This is an optimization exercise on Yosys and OpenROAD, whose aim is small area, not a production implementation.
The RTL was checked by simulation tests, not by an equivalence proof against the original design.
The clock port is modelled as an ideal driver; clocking choices that lean on that would not hold on a real chip.
Power figures rest on the tool's default switching activity, not on a simulated workload.

## config.mk

```make
export PLATFORM = sky130hd
export DESIGN_NAME = udma_i2c_control
export DESIGN_NICKNAME = udma_i2c_control
export VERILOG_FILES = /design/flow/design.v
export SDC_FILE = /design/flow/constraint.sdc
export NUM_CORES = 4
export LEC_CHECK = 0
export CAP_MARGIN = 20
export CORE_MARGIN = 2
export CORE_UTILIZATION = 40
export SLEW_MARGIN = 20
```

## constraint.sdc

```tcl
create_clock -name core_clock -period 5.0 [get_ports {clk_i}]
set_input_delay 1.0000 -clock core_clock [delete_from_list [all_inputs] [get_ports {clk_i}]]
set_output_delay 1.0000 -clock core_clock [all_outputs]
set_load 0.01 [all_outputs]
```

## design.v

```verilog
module udma_i2c_bus_ctrl
(
    input  logic            clk_i,
    input  logic            rstn_i,
    input  logic            sw_rst_i,
    input  logic     [15:0] clk_cnt_i,
    input  logic            cmd_valid_i,
    input  logic            bt_start_i,
    input  logic            bt_stop_i,
    input  logic            bt_write_i,
    input  logic            bt_read_i,
    output logic            cmd_ack_o,
    output logic            busy_o,
    output logic            al_o,
    output logic            al_rise_o,
    input  logic            din_i,
    output logic            dout_o,
    input  logic            scl_i,
    output logic            scl_oe,
    input  logic            sda_i,
    output logic            sda_oe
);
    logic [ 1:0] r_sync_scl;
    logic [ 1:0] r_sync_sda;
    logic [ 2:0] r_nfilter_scl, r_nfilter_sda;
    logic        nsSCL, nsSDA, ndSDA, nddSDA;
    logic        sSCL, sSDA;
    logic        dSCL, dSDA;
    logic        dscl_oe;
    logic        sda_chk;
    logic        clk_en;
    logic        slave_wait;
    logic [15:0] cnt;
    logic [13:0] r_filter_cnt;
    logic        scl_sync;
    logic        ddSDA;
    logic        r_ndout;
    logic        r_start;
    logic        r_stop;
    logic        r_act;
    logic [ 1:0] r_phase;
    logic        s_idle;
    logic        s_fz;
    assign s_idle    = ~r_act;
    assign cmd_ack_o = s_idle & (r_phase == 2'd1);
    assign al_rise_o = al_o & ~(s_idle & (r_phase == 2'd0));
    always_ff @(posedge clk_i)
        dscl_oe <= scl_oe;
    always_ff @(posedge clk_i)
        slave_wait <= (~scl_oe & dscl_oe & ~sSCL) | (slave_wait & ~sSCL);
    assign scl_sync = dSCL & ~sSCL & ~scl_oe;
    always_ff @(posedge clk_i or negedge rstn_i)
      if (!rstn_i)
          cnt <= 16'h0;
      else if (sw_rst_i)
          cnt <= 16'h0;
      else if (~|cnt || scl_sync)
          cnt <= clk_cnt_i;
      else
          cnt <= cnt - {15'h0, ~slave_wait};
    always_ff @(posedge clk_i)
        clk_en <= ~|cnt || scl_sync;
    always_ff @(posedge clk_i or negedge rstn_i)
      if (!rstn_i)
      begin
          r_sync_scl <= 2'b00;
          r_sync_sda <= 2'b00;
      end
      else if (sw_rst_i)
      begin
          r_sync_scl <= 2'b00;
          r_sync_sda <= 2'b00;
      end
      else
      begin
          r_sync_scl <= {r_sync_scl[0],scl_i};
          r_sync_sda <= {r_sync_sda[0],sda_i};
      end
    assign s_fz = ~|r_filter_cnt;
    always_ff @(posedge clk_i or negedge rstn_i)
      if (!rstn_i)
        r_filter_cnt <= 14'h0;
      else if (sw_rst_i)
        r_filter_cnt <= 14'h0;
      else if (s_fz)
        r_filter_cnt <= clk_cnt_i[15:2];
      else
        r_filter_cnt <= r_filter_cnt - 14'h1;
    always_ff @(posedge clk_i or negedge rstn_i)
      if (!rstn_i)
      begin
          r_nfilter_scl <= 3'b000;
          r_nfilter_sda <= 3'b000;
      end
      else if (sw_rst_i)
      begin
          r_nfilter_scl <= 3'b000;
          r_nfilter_sda <= 3'b000;
      end
      else if (s_fz)
      begin
          r_nfilter_scl <= {r_nfilter_scl[1:0],~r_sync_scl[1]};
          r_nfilter_sda <= {r_nfilter_sda[1:0],~r_sync_sda[1]};
      end
    always_ff @(posedge clk_i or negedge rstn_i)
      if (~rstn_i)
      begin
          nsSCL  <= 1'b0;
          nsSDA  <= 1'b0;
          ndSDA  <= 1'b0;
          nddSDA <= 1'b0;
      end
      else if (sw_rst_i)
      begin
          nsSCL  <= 1'b0;
          nsSDA  <= 1'b0;
          ndSDA  <= 1'b0;
          nddSDA <= 1'b0;
      end
      else
      begin
          nsSCL  <= (r_nfilter_scl[2] & r_nfilter_scl[1]) | (r_nfilter_scl[1] & r_nfilter_scl[0]) | (r_nfilter_scl[2] & r_nfilter_scl[0]);
          nsSDA  <= (r_nfilter_sda[2] & r_nfilter_sda[1]) | (r_nfilter_sda[1] & r_nfilter_sda[0]) | (r_nfilter_sda[2] & r_nfilter_sda[0]);
          ndSDA  <= nsSDA;
          nddSDA <= ndSDA;
      end
    assign sSCL  = ~nsSCL;
    assign sSDA  = ~nsSDA;
    assign dSDA  = ~ndSDA;
    assign ddSDA = ~nddSDA;
    always_ff @(posedge clk_i)
      if (sw_rst_i)
        dSCL <= 1'b1;
      else
        dSCL <= sSCL;
    assign r_start = ~dSDA &  ddSDA & dSCL;
    assign r_stop  =  dSDA & ~ddSDA & dSCL;
    always_ff @(posedge clk_i or negedge rstn_i)
      if (!rstn_i)
        busy_o <= 1'b0;
      else if (sw_rst_i)
        busy_o <= 1'b0;
      else
        busy_o <= (r_start | busy_o) & ~r_stop;
    always_ff @(posedge clk_i or negedge rstn_i)
      if (!rstn_i)
        al_o <= 1'b0;
      else if (sw_rst_i)
        al_o <= 1'b0;
      else
        al_o <= (sda_chk & ~sSDA & ~sda_oe) |
                (r_act & ~bt_stop_i & r_stop);
    always_ff @(posedge clk_i, negedge rstn_i)
      if (!rstn_i)
        r_ndout <= 1'b0;
      else if (sSCL & ~dSCL)
        r_ndout <= nsSDA;
    assign dout_o = ~r_ndout;
    always_ff @(posedge clk_i)
        sda_chk <= ~al_o & r_act & bt_write_i & (r_phase == 2'd2);
    always_ff @(posedge clk_i or negedge rstn_i)
      if (!rstn_i)
      begin
          r_act   <= 1'b0;
          r_phase <= 2'd0;
          scl_oe  <= 1'b0;
          sda_oe  <= 1'b0;
      end
      else if (al_o || sw_rst_i)
      begin
          r_act   <= 1'b0;
          r_phase <= 2'd0;
          scl_oe  <= 1'b0;
          sda_oe  <= 1'b0;
      end
      else if (s_idle)
      begin
          r_act   <= cmd_valid_i;
          r_phase <= 2'd0;
      end
      else
      begin
          if (clk_en)
          begin
            if (r_phase == 2'd3)
            begin
              r_act   <= 1'b0;
              r_phase <= 2'd1;
            end
            else
              r_phase <= r_phase + 2'd1;
          end
          if (bt_start_i)
          begin
            if (r_phase != 2'd0)
              scl_oe <= (r_phase == 2'd3);
            sda_oe <= r_phase[1];
          end
          else if (bt_stop_i)
          begin
            scl_oe <= (r_phase == 2'd0);
            sda_oe <= (r_phase != 2'd3);
          end
          else if (bt_write_i | bt_read_i)
          begin
            scl_oe <= (r_phase == 2'd0) || (r_phase == 2'd3);
            sda_oe <= bt_write_i & ~din_i;
          end
          else
          begin
            scl_oe <= 1'b0;
            sda_oe <= 1'b0;
          end
      end
endmodule
module udma_i2c_control
(
	input  logic                      clk_i,
	input  logic                      rstn_i,
	input  logic                [3:0] ext_events_i,
	input  logic                [7:0] data_tx_i,
	input  logic                      data_tx_valid_i,
	output logic                      data_tx_ready_o,
	output logic                [7:0] data_rx_o,
	output logic                      data_rx_valid_o,
	input  logic                      data_rx_ready_i,
	input  logic                      sw_rst_i,
	output logic                      busy_o,
	output logic                      al_o,
	output logic                      eot_o,
	output logic                      ack_no,
	output logic                      err_o,
	input  logic                      scl_i,
	output logic                      scl_o,
	output logic                      scl_oe,
	input  logic                      sda_i,
	output logic                      sda_o,
	output logic                      sda_oe,
    input  logic [31:0] udma_cmd_i,
    input  logic udma_cmd_valid_i,
    output logic udma_cmd_ready_o
);
    typedef enum logic [3:0] {
        ST_WAIT_IN_CMD = 4'd0,
        ST_WAIT_EV     = 4'd1,
        ST_DONE_SS     = 4'd2,
        ST_DONE_WAIT   = 4'd3,
        ST_READ        = 4'd4,
        ST_WRITE       = 4'd5,
        ST_WRITE_BYTE  = 4'd6,
        ST_STORE_DATA  = 4'd7,
        ST_SKIP_CMD    = 4'd8,
        ST_GET_DATA    = 4'd9,
        ST_GET_WAIT    = 4'd10,
        ST_GET_RPT     = 4'd11,
        ST_GET_CFG     = 4'd12
    } state_t;
    state_t CS, NS;
    logic [15:0] r_arg;
    logic [15:0] r_rpt_num;
    logic [15:0] r_div_num;
    logic [15:0] r_div_x;    
    logic  [7:0] r_data;
    logic        r_busy;
    logic        s_busy;
    logic        s_al;
    logic        s_al_rise;
    logic        s_done;
    logic        s_dout;
    logic        s_din;
    logic        s_bus_cmd_valid;
    logic  [3:0] s_op;
    logic        s_take;
    logic        s_is_rd;
    logic        s_is_rd_ss;
    logic        s_bt_start;
    logic        s_bt_stop;
    logic        s_bt_write;
    logic        s_bt_read;
    logic        s_arg_dec;
    logic        s_arg_bits;
    logic        s_shift;
    logic        s_data_tx;
    logic        s_data_wrb;
    logic        s_rpt_load;
    logic        s_rpt_dec;
    logic        s_rpt_clr;
    logic        s_div_load;
    logic        s_bits_z;
    logic        s_bits_one;
    logic        s_wait_z;
    logic        s_rpt_z;
    logic        s_rpt_lo_z;
    logic        s_event;
    assign r_div_num = r_div_x ^ 16'h100;
    assign s_op    = udma_cmd_i[31:28];
    assign s_take  = udma_cmd_valid_i & (CS == ST_WAIT_IN_CMD);
    assign s_is_rd = (s_op == 4'b0100) | (s_op == 4'b0110);
    assign s_is_rd_ss = ~udma_cmd_i[31] & ~udma_cmd_i[28];
    assign s_bt_start = (CS == ST_DONE_SS) & ~r_arg[4];
    assign s_bt_stop  = (CS == ST_DONE_SS) &  r_arg[4];
    assign s_bt_write = ((CS == ST_READ) & s_bits_z) | ((CS == ST_WRITE) & ~s_bits_z);
    assign s_bt_read  = ((CS == ST_WRITE) & s_bits_z) | ((CS == ST_READ) & ~s_bits_z);
    assign s_bits_z   = (r_arg[3:0] == 4'd0);
    assign s_bits_one = (r_arg[3:0] == 4'd1);
    assign s_wait_z   = s_bits_z & (r_arg[7:4] == 4'd0);
    assign s_rpt_lo_z = (r_rpt_num[7:0] == 8'd0);
    assign s_rpt_z    = s_rpt_lo_z & (r_rpt_num[15:8] == 8'd0);
    assign s_event = ext_events_i[r_arg[1:0]];
    assign busy_o = ~r_busy & s_busy;
    assign al_o   = s_al_rise;
    assign err_o  = busy_o | al_o;
    assign ack_no = (CS == ST_WRITE) & s_done & s_bits_z & s_dout;
    assign data_rx_o       = r_data;
    assign data_rx_valid_o = sw_rst_i | (CS == ST_STORE_DATA);
    assign data_tx_ready_o = sw_rst_i | (CS == ST_GET_DATA) | (CS == ST_SKIP_CMD);
    assign udma_cmd_ready_o = (CS == ST_WAIT_IN_CMD);
    assign eot_o = s_take & (s_op == 4'b1001);
    assign scl_o = 1'b0;
    assign sda_o = 1'b0;
    assign s_din = (CS == ST_READ) ? r_arg[4] : r_data[7];
    udma_i2c_bus_ctrl bus_controller (
        .clk_i      ( clk_i           ),
        .rstn_i     ( rstn_i          ),
        .sw_rst_i   ( sw_rst_i        ),
        .clk_cnt_i  ( r_div_num       ),
        .cmd_valid_i( s_bus_cmd_valid ),
        .bt_start_i ( s_bt_start      ),
        .bt_stop_i  ( s_bt_stop       ),
        .bt_write_i ( s_bt_write      ),
        .bt_read_i  ( s_bt_read       ),
        .cmd_ack_o  ( s_done          ),
        .busy_o     ( s_busy          ),
        .al_o       ( s_al            ),
        .al_rise_o  ( s_al_rise       ),
        .din_i      ( s_din           ),
        .dout_o     ( s_dout          ),
        .scl_i      ( scl_i           ),
        .scl_oe     ( scl_oe          ),
        .sda_i      ( sda_i           ),
        .sda_oe     ( sda_oe          )
    );
    always_comb
    begin
        NS              = CS;
        s_bus_cmd_valid = 1'b0;
        s_arg_dec       = 1'b0;
        s_arg_bits      = 1'b0;
        s_shift         = 1'b0;
        s_data_tx       = 1'b0;
        s_data_wrb      = 1'b0;
        s_rpt_load      = 1'b0;
        s_rpt_dec       = 1'b0;
        s_rpt_clr       = 1'b0;
        s_div_load      = 1'b0;
        case (CS)
            ST_WAIT_IN_CMD:
            begin
                if (udma_cmd_valid_i)
                begin
                    case (s_op)
                        4'b0000:
                        begin
                            s_bus_cmd_valid = 1'b1;
                            NS = ST_DONE_SS;
                        end
                        4'b0010:
                        begin
                            s_bus_cmd_valid = 1'b1;
                            NS = ST_DONE_SS;
                        end
                        4'b1010:    NS = ST_GET_WAIT;
                        4'b0001: NS = ST_WAIT_EV;
                        4'b0100, 4'b0110:
                        begin
                            s_bus_cmd_valid = 1'b1;
                            NS = ST_READ;
                        end
                        4'b1000:      NS = ST_GET_DATA;
                        4'b0111:     NS = ST_WRITE_BYTE;
                        4'b1100:
                        begin
                            s_rpt_load = 1'b1;
                            NS = ST_GET_RPT;
                        end
                        4'b1110:     NS = ST_GET_CFG;
                        default:          ;
                    endcase
                end
            end
            ST_DONE_SS:
            begin
                if (s_done)
                    NS = ST_WAIT_IN_CMD;
            end
            ST_DONE_WAIT:
            begin
                if (s_done)
                begin
                    if (s_wait_z)
                        NS = ST_WAIT_IN_CMD;
                    else
                    begin
                        s_bus_cmd_valid = 1'b1;
                        s_arg_dec       = 1'b1;
                    end
                end
            end
            ST_WAIT_EV:
            begin
                if (s_event)
                    NS = ST_WAIT_IN_CMD;
            end
            ST_READ:
            begin
                if (s_done)
                begin
                    if (s_bits_z)
                        NS = ST_STORE_DATA;
                    else
                    begin
                        s_bus_cmd_valid = 1'b1;
                        s_arg_dec       = 1'b1;
                        s_shift         = 1'b1;
                    end
                end
            end
            ST_STORE_DATA:
            begin
                if (data_rx_ready_i)
                begin
                    if (s_rpt_z)
                        NS = ST_WAIT_IN_CMD;
                    else
                    begin
                        s_bus_cmd_valid = 1'b1;
                        s_arg_bits      = 1'b1;
                        s_rpt_dec       = 1'b1;
                        NS = ST_READ;
                    end
                end
            end
            ST_GET_DATA:
            begin
                if (data_tx_valid_i)
                begin
                    s_bus_cmd_valid = 1'b1;
                    s_data_tx       = 1'b1;
                    s_arg_bits      = 1'b1;
                    NS = ST_WRITE;
                end
            end
            ST_SKIP_CMD:
            begin
                NS = ST_WAIT_IN_CMD;
            end
            ST_GET_RPT:
            begin
                if (s_rpt_lo_z)
                begin
                    s_rpt_clr = 1'b1;
                    NS = ST_SKIP_CMD;
                end
                else
                begin
                    s_rpt_dec = 1'b1;
                    NS = ST_WAIT_IN_CMD;
                end
            end
            ST_GET_CFG:
            begin
                s_div_load = 1'b1;
                NS = ST_WAIT_IN_CMD;
            end
            ST_GET_WAIT:
            begin
                s_bus_cmd_valid = 1'b1;
                NS = ST_DONE_WAIT;
            end
            ST_WRITE:
            begin
                if (s_done)
                begin
                    if (s_bits_z)
                    begin
                        if (s_rpt_z)
                            NS = ST_WAIT_IN_CMD;
                        else
                        begin
                            s_rpt_dec = 1'b1;
                            NS = ST_GET_DATA;
                        end
                    end
                    else
                    begin
                        s_bus_cmd_valid = 1'b1;
                        s_arg_dec       = 1'b1;
                        s_shift         = 1'b1;
                    end
                end
            end
            ST_WRITE_BYTE:
            begin
                s_bus_cmd_valid = 1'b1;
                s_data_wrb      = 1'b1;
                s_arg_bits      = 1'b1;
                NS = ST_WRITE;
            end
            default:
            begin
                NS = ST_WAIT_IN_CMD;
            end
        endcase
    end
    always_ff @(posedge clk_i)
        r_busy <= s_busy;
    always_ff @(posedge clk_i)
        r_arg[15:8] <= udma_cmd_i[15:8];
    always_ff @(posedge clk_i)
    begin
        if (CS == ST_WAIT_IN_CMD)
        begin
            r_arg[7:5]  <= udma_cmd_i[7:5];
            r_arg[4]    <= s_is_rd_ss ? udma_cmd_i[29] : udma_cmd_i[4];
            r_arg[3]    <= s_is_rd | udma_cmd_i[3];
            r_arg[2]    <= ~s_is_rd & udma_cmd_i[2];
            r_arg[1:0]  <= s_is_rd ? 2'b00 :
                           (s_op == 4'b0001) ? udma_cmd_i[25:24] : udma_cmd_i[1:0];
        end
        else if (s_arg_bits)
            r_arg[3:0] <= 4'd8;
        else
            r_arg[7:0] <= r_arg[7:0] - {7'd0, s_arg_dec};
    end
    always_ff @(posedge clk_i or negedge rstn_i)
    begin
        if (!rstn_i)
        begin
            CS        <= ST_WAIT_IN_CMD;
            r_rpt_num <= 16'h0;
            r_data    <= 8'h0;
            r_div_x   <= 16'h0;
        end
        else if (sw_rst_i)
        begin
            CS        <= ST_WAIT_IN_CMD;
            r_rpt_num <= 16'h0;
            r_data    <= 8'h0;
            r_div_x   <= 16'h0;
        end
        else
        begin
            CS     <= NS;
            if (s_rpt_clr)
                r_rpt_num <= 16'h0;
            else if (s_rpt_load)
                r_rpt_num <= udma_cmd_i[15:0];
            else
                r_rpt_num <= r_rpt_num - {15'h0, s_rpt_dec};
            if (s_data_tx)
                r_data <= data_tx_i;
            else if (s_data_wrb)
                r_data <= r_arg[7:0];
            else if (s_shift)
                r_data <= {r_data[6:0], s_dout & (CS == ST_READ)};
            if (s_div_load)
                r_div_x   <= r_arg ^ 16'h100;
        end
    end
endmodule
```

## flow/run.sh

```bash
#!/bin/bash
# Layout flow: the standard ORFS flow (standard.sh) with three changes.
#  1. Synthesis: the same synthesis script (synth_recipe.tcl -> ORFS synth.tcl),
#     except that ABC maps the combinational logic with flow/area.abc (an
#     area-oriented script) instead of ORFS's delay-oriented abc_speed script,
#     once for each of three seeds of its &deepsyn step, keeping the smallest
#     result (flow/abc_best.tcl).
#     Adders are left to ABC too (no extract_fa / adder techmap step).
#     Flip-flops are mapped apart from both, so registers, their names and
#     cell types are those of the standard synthesis.
#  2. Port buffers use the smallest buffer cell (buf_1).
#  3. The clock tree is built by flow/manual_cts.tcl, run by ORFS's CTS step
#     (PRE_CTS_TCL hook) on the placed design: the clock port drives one
#     root buffer (buf_6), which drives four leaf buffers (buf_12), each
#     placed at the centre of the quarter of the flip-flops it drives (the
#     quarters come from recursive bisection of their locations). TritonCTS
#     is told to skip these nets; the rest of the CTS step (placement
#     legalisation, timing repair) runs as usual.
# The tools' logs are ORFS's own, under orfs/logs; make's output goes to
# flow_make.log, and the generated scripts stay in this folder.
set -euo pipefail
here=$(pwd)

# ORFS synth.tcl with the ABC script replaced
sed -e 's|^\(\s*\)log_cmd abc {\*}\$abc_args$|\1my_abc_best $abc_args $lib_args|' \
    -e 's|^\(\s*\)\[env_var_exists_and_non_empty ADDER_MAP_FILE\] &&$|\10 \&\&|' \
    "$FLOW_HOME/scripts/synth.tcl" > "$here/my_synth_core.tcl"
grep -q 'my_abc_best' "$here/my_synth_core.tcl"
grep -q '^\s*0 &&$' "$here/my_synth_core.tcl"

# The standard flow's synthesis wrapper, sourcing the script above
sed "s|source \$::env(SCRIPTS_DIR)/synth.tcl|source $here/flow/abc_best.tcl; source $here/my_synth_core.tcl|" \
    "$here/synth_recipe.tcl" > "$here/my_synth.tcl"
grep -q 'my_synth_core.tcl' "$here/my_synth.tcl"

# standard.sh, with the synthesis script above
sed "s|SYNTH_SCRIPT=[^ ]*|SYNTH_SCRIPT=$here/my_synth.tcl|" "$here/standard.sh" > "$here/my_standard.sh"
grep -q 'my_synth.tcl' "$here/my_standard.sh"

# one ABC script per &deepsyn seed
export MY_ABC_SEEDS="0 1 2"
export MY_ABC_DIR="$here"
for seed in $MY_ABC_SEEDS; do
  sed "s|^&deepsyn \(.*\)$|\&deepsyn \1 -S $seed|" "$here/flow/area.abc" > "$here/area_s$seed.abc"
  grep -q -- "-S $seed" "$here/area_s$seed.abc"
done
export BUFFER_PORTS_ARGS="-buffer_cell sky130_fd_sc_hd__buf_1"
export PRE_CTS_TCL="$here/flow/manual_cts.tcl"
export MCTS_LEVELS=2
export MCTS_LEAF=sky130_fd_sc_hd__buf_12
export MCTS_ROOT=sky130_fd_sc_hd__buf_6
export CTS_ARGS="-sink_clustering_enable -repair_clock_nets -dont_use_dummy_load"
bash "$here/my_standard.sh" > "$here/flow_make.log" 2>&1
```

## flow/abc_best.tcl

```tcl
# ABC with the area script run once per seed of its &deepsyn step
# (MY_ABC_SEEDS, scripts MY_ABC_DIR/area_s<seed>.abc); the smallest result
# is kept. Only combinational logic is mapped here: flip-flops are already
# mapped, so every run has the same registers.
proc my_abc_best {abc_args lib_args} {
  set rest [lrange $abc_args 2 end]
  design -save my_pre_abc
  set best ""
  set best_area 0
  foreach s $::env(MY_ABC_SEEDS) {
    design -load my_pre_abc
    abc -script $::env(MY_ABC_DIR)/area_s$s.abc {*}$rest
    tee -q -o $::env(MY_ABC_DIR)/stat_s$s.txt stat {*}$lib_args
    set fh [open $::env(MY_ABC_DIR)/stat_s$s.txt r]
    set txt [read $fh]
    close $fh
    if {![regexp {Chip area for module '[^']*': ([0-9.]+)} $txt -> area]} {
      error "no area in stat output for ABC seed $s"
    }
    puts "ABC seed $s: area $area"
    if {$best eq "" || $area < $best_area} {
      set best $s
      set best_area $area
      design -save my_best_abc
    }
  }
  design -load my_best_abc
  puts "ABC: kept seed $best (area $best_area)"
}
```

## flow/area.abc

```
strash
&get -n
&deepsyn -J 100 -T 120
&st
&dch -f
&nf -a -R 1000
&st
&dch -f
&nf -a -R 1000
&st
&dch -f
&nf -a -R 1000
&put
```

## flow/manual_cts.tcl

```tcl
# Clock tree built by hand before TritonCTS runs (ORFS PRE_CTS_TCL hook):
# the clock port drives one root buffer (MCTS_ROOT), which drives 2^MCTS_LEVELS
# leaf buffers (MCTS_LEAF); each leaf buffer drives the flip-flops of one
# region, the regions coming from recursive bisection of the flip-flop
# locations (equal sizes), and sits at the centre of its flip-flops.
# The nets built here are then skipped by TritonCTS (set_cts_config -skip_nets);
# the CTS step's placement legalisation and timing repair run as usual.
proc mcts_split {items depth} {
  # items: list of {x y iterm}; returns a list of groups
  if {$depth == 0} { return [list $items] }
  set xs [lmap i $items {lindex $i 0}]
  set ys [lmap i $items {lindex $i 1}]
  set wx [expr {[tcl::mathfunc::max {*}$xs] - [tcl::mathfunc::min {*}$xs]}]
  set wy [expr {[tcl::mathfunc::max {*}$ys] - [tcl::mathfunc::min {*}$ys]}]
  set k [expr {$wx >= $wy ? 0 : 1}]
  set s [lsort -real -index $k $items]
  set h [expr {[llength $s] / 2}]
  return [concat [mcts_split [lrange $s 0 [expr {$h - 1}]] [expr {$depth - 1}]] \
                 [mcts_split [lrange $s $h end] [expr {$depth - 1}]]]
}

proc mcts_centroid {items} {
  set sx 0; set sy 0
  foreach i $items { set sx [expr {$sx + [lindex $i 0]}]; set sy [expr {$sy + [lindex $i 1]}] }
  set n [llength $items]
  return [list [expr {int($sx / $n)}] [expr {int($sy / $n)}]]
}

proc mcts_pin {inst dir} {
  foreach it [$inst getITerms] {
    if {[$it getSigType] != "SIGNAL"} { continue }
    if {$dir == "in" && [$it isInputSignal]} { return $it }
    if {$dir == "out" && [$it isOutputSignal]} { return $it }
  }
  error "no $dir pin on [$inst getName]"
}

proc mcts_build {clk_port levels leaf_master root_master} {
  set db [ord::get_db]
  set block [ord::get_db_block]
  set clk_net [[$block findBTerm $clk_port] getNet]
  set lm [$db findMaster $leaf_master]
  set rm [$db findMaster $root_master]
  set items {}
  foreach it [$clk_net getITerms] {
    set inst [$it getInst]
    set bb [$inst getBBox]
    lappend items [list [expr {([$bb xMin] + [$bb xMax]) / 2}] [expr {([$bb yMin] + [$bb yMax]) / 2}] $it]
  }
  puts "manual CTS: [llength $items] clock sinks on [$clk_net getName]"
  set groups [mcts_split $items $levels]
  # root buffer
  set root [odb::dbInst_create $block $rm mcts_root]
  set root_net [odb::dbNet_create $block mcts_root_net]
  $root_net setSigType CLOCK
  [mcts_pin $root in] connect $clk_net
  [mcts_pin $root out] connect $root_net
  set leaves {}
  set n 0
  set skip [list [$clk_net getName] mcts_root_net]
  foreach g $groups {
    set c [mcts_centroid $g]
    set leaf [odb::dbInst_create $block $lm mcts_leaf_$n]
    set lnet [odb::dbNet_create $block mcts_leaf_net_$n]
    $lnet setSigType CLOCK
    foreach i $g {
      set it [lindex $i 2]
      $it disconnect
      $it connect $lnet
    }
    [mcts_pin $leaf in] connect $root_net
    [mcts_pin $leaf out] connect $lnet
    $leaf setLocation [lindex $c 0] [lindex $c 1]
    $leaf setPlacementStatus PLACED
    lappend leaves [list [lindex $c 0] [lindex $c 1]]
    lappend skip mcts_leaf_net_$n
    puts "manual CTS: leaf $n drives [llength $g] sinks at $c"
    incr n
  }
  set rc [mcts_centroid $leaves]
  $root setLocation [lindex $rc 0] [lindex $rc 1]
  $root setPlacementStatus PLACED
  return $skip
}

set mcts_skip [mcts_build clk_i $::env(MCTS_LEVELS) $::env(MCTS_LEAF) $::env(MCTS_ROOT)]
set_cts_config -skip_nets $mcts_skip
```

## standard.sh

```bash
#!/bin/bash
# synth_recipe.tcl (not shown) runs the flow's synth.tcl, then flattens the netlist and writes it again
# the make line also repeats each setting of config.mk as NAME=value (left out here)
make -C /OpenROAD-flow-scripts/flow DESIGN_CONFIG=/design/flow/config.mk WORK_HOME=/design/flow/orfs CLKGATE_MAP_FILE= SYNTH_SCRIPT=/design/flow/synth_recipe.tcl "${@:-finish}"
```

==> impl_metrics.py <==
metrics = {
    "status": {
        "status": "timing/DRC/antenna clean",
    },
    "power_and_ir_drop": {
        "total_power_mw": 2.73,
        "power_per_cell_area_nw_per_um2": 465,
        "p_leak_nw": 2.48,
        "vdd_ir_drop_max_uv": 217,
    },
    "floorplan": {
        "ios": 72,
        "die_area_um2": 14200,
        "rows": 42,
        "start_util_pct": 40.5,
        "die_x_um": 119,
        "core_um2": 13100,
        "die_height_um": 119,
    },
    "sta": {
        "rsz0062_at_grt": "false",
        "worst_pin_slew_ns": 1.07,
        "skew_ns": 0.0144,
        "min_period_over_period_pct": 67.3,
        "maxSlewViolCount": 0,
        "setup-violations-final": 0,
        "hold_viol": 0,
        "max_clock_freq_ghz": 0.297,
        "relSlewSlack_pct": 28.8,
        "period_needed_ns": 3.37,
        "setup_tns_ns": 0,
    },
    "synth": {
        "synth_cells": 541,
        "synth_cell_types": 51,
        "synth_top_area_share_pct": 45.2,
        "synth_edf_count": 4,
        "ys_ff_latch": 118,
        "synth_area_per_cell_um2": 9.83,
        "synthArstFlopShare_pct": 81.4,
        "synthFlopType": "dfrtp_1",
        "syn_area_um2": 5320,
        "synth_area_leaders": "dfrtp_1 45%, dfxtp_1 6.8%, nand2_1 4.8%",
        "yosysTopAreaCell": "dfrtp_1",
        "yosysWarnings": 2,
        "yosysSeqAreaShare_pct": 54.2,
    },
    "global_routing": {
        "grt_start_max_net_pins": 56,
        "grt_pass1_wl_mm": 20.5,
        "grt_pass1_vias": 4138,
        "grtUsageTotal_pct": 17.2,
        "antenna_found_initial": 0,
        "grt_overflow": 0,
    },
    "final_layout": {
        "fin_util_pct": 44.8,
        "fin_cells": 784,
        "drive_above_1_share_pct": 2.14,
        "nNetsFinal": 662,
        "diodes": 0,
        "area_growth_syn_to_layout_pct": 10.6,
    },
    "routing": {
        "ant_nets": 0,
        "drtIter0Drc": 246,
        "viasPerCell": 5.43,
        "drt_wl_total_mm": 12.3,
        "routedWlPerCell_um": 15.7,
        "drt-pass1-iter-count": 6,
        "drc_errors": 0,
        "vias": 4254,
    },
    "worst_setup_path": {
        "required_ns": 4.00,
        "start_kind": "flip-flop",
        "path_class": "flip-flop to output pin",
        "critPathSlowestCell": "dfrtp_1",
        "cp_top_family": "simple AND/OR/NAND/NOR gates",
        "critPathMaxStageDelay_ns": 0.58,
        "path_buf_inv": 2,
        "path_cells": "nor3_1 -> nand2b_1 -> clkinv_1 -> nand3_1 -> nor3b_1 -> buf_1",
        "setup.worst_path.end_class": "output pin",
        "worstPathArrival_ns": 2.37,
        "cp_max_fo": 17,
    },
    "worst_hold_path": {
        "hp-class": "flip-flop to flip-flop",
    },
    "clock_tree": {
        "holdBufCountCts": 0,
        "post_cts_resized": 0,
        "post_cts_buffers": 0,
        "clkTransAtPathRegs_ns": 0.12,
        "clkLatencyLatePin_ns": 0.34,
    },
    "placement": {
        "io_buffers": 59,
        "place_inst": 779,
        "place_congestion": 0.875,
        "place_hpwl_mm": 9.03,
    },
    "job": {
        "maxCapViolations": 0,
    },
}
## synthesized netlist by cell type (2+ instances only)
cell / count
a211oi_1: 2
a21o_1: 7
a21oi_1: 21
a222oi_1: 7
a22o_1: 18
and2_0: 3
buf_4: 2
clkinv_1: 8
dfrtp_1: 96
dfxtp_1: 18
edfxtp_1: 4
mux2i_1: 2
nand2_1: 68
nand2b_1: 15
nand3_1: 10
nand3b_1: 2
nand4_1: 2
nor2_1: 54
nor2b_1: 14
nor3_1: 37
nor4_1: 9
nor4b_1: 2
o21a_1: 9
o21ai_0: 50
o21bai_1: 2
o22ai_1: 4
o31ai_1: 4
o32ai_1: 2
o41ai_1: 4
or2_0: 5
or3_1: 9
or4_1: 3
xnor2_1: 13
xor2_1: 18
## flip-flops by register name, indices dropped and copies added, names as in the netlist, 2 cells and up
| signal | flops |
|---|---|
| CS | 4 |
| bus_controller.r_nfilter_scl | 3 |
| bus_controller.r_sync_sda | 2 |
| bus_controller.r_sync_scl | 2 |
| bus_controller.r_phase | 2 |
| bus_controller.cnt | 16 |
| r_div_x | 16 |
| r_rpt_num | 16 |
| bus_controller.r_filter_cnt | 14 |
| r_arg | 16 |
| r_data | 8 |
| bus_controller.r_nfilter_sda | 3 |
## metrics by stage
step / worst slack (ns) / hold WS (ns) / cell area [µm²]
final: 1.63 / 0.391 / 5880
after global placement: 1.78 / 0.366 / 5790
after floorplan: 2.03 / 0.354 / 5320
after CTS: 1.72 / 0.368 / 5880
after detailed placement: 1.72 / 0.368 / 5790
after global routing: 1.41 / 0.415 / 5880
## logic make-up after synthesis
| kind of cell | after synthesis | synth area share [%] |
|---|---|---|
| AO/OA/AOI/OAI | 142 | 17.7 |
| XOR/XNOR | 31 | 5.10 |
| buffers and inverters | 10 | 0.847 |
| flip-flops | 118 | 54.2 |
| multiplexers | 4 | 1.01 |
| other | 1 | 0.0705 |
| AND/OR/NAND/NOR | 235 | 21.1 |
## where the power goes
part,total (mW),internal (mW),switching (mW)
logic,0.944,0.387,0.557
clock network,0.418,0.143,0.275
registers,1.37,1.15,0.223
## per-layer routing
layer  vias to the layer above  GRT usage (%)  routed length [µm]
met2                        60           29.2                5890
li1                       2093              -                   -
met5                         -              0                   0
met4                         0           1.91                 165
met3                        12           1.10                 323
met1                      2089           25.1                5940
## layout make-up
cell class                      instances  area (µm²)
Buffer                                  5        91.3
Fill cell                            1316        7250
Inverter                                8        30.0
Multi-Input combinational cell        414        2400
Sequential cell                       118        2880
Tap cell                              176         220
Timing Repair Buffer                   63         256
## path summary, 6_finish.rpt
check                                                     from                              end  slack (ns)  cells after the start
worst min-delay path                     bus_controller.busy_o                           r_busy        0.39                      0
worst max-delay path                                     CS[0]                            eot_o        1.63                      6
worst max register to register  bus_controller.r_filter_cnt[1]  bus_controller.r_nfilter_scl[1]        1.72                      8
min in group asynchronous                               rstn_i                     r_rpt_num[1]        0.77                      1
max in group asynchronous                               rstn_i            bus_controller.cnt[1]        3.20                      2
worst min register to register           bus_controller.busy_o                           r_busy        0.39                      0
## cells in the final DEF, fill, tap and decap left out, types with 9 or more instances in the layout
| cell type | count |
|---|---|
| nand2b_1 | 15 |
| nor2b_1 | 14 |
| or3_1 | 9 |
| dfxtp_1 | 18 |
| o21a_1 | 9 |
| nor2_1 | 54 |
| a22o_1 | 18 |
| nand2_1 | 68 |
| nand3_1 | 10 |
| nor3_1 | 37 |
| dfrtp_1 | 96 |
| xnor2_1 | 13 |
| a21oi_1 | 21 |
| o21ai_0 | 50 |
| nor4_1 | 9 |
| xor2_1 | 18 |
| buf_1 | 57 |

==> re-timing with driven ports <==
No port has a modelled driver above. Below, the same layout with a new extraction and two added sets of constraints.
Step 1 assumes that a clkbuf_16 drives the clock port and a buf_2 every other input.
Step 2 moves the port delays by t, midway between the first and last clock arrival at a register: inputs arrive t later, outputs are due t later. That takes back most of the time a late clock gives input paths.
a / b / c = ideal / step 1 / step 2; a / b = the first two.
t, ns: 0.365
setup slack, ns: 1.634 / 1.600 / 1.718
worst register clock-pin slew, ns: 0.12 / 0.12
worst data-port slew with drivers (ns): 0.04
After both steps setup and hold are still met in this run. The setup slack of this run moves by -0.034 ns with the drivers and by +0.084 ns with both steps.
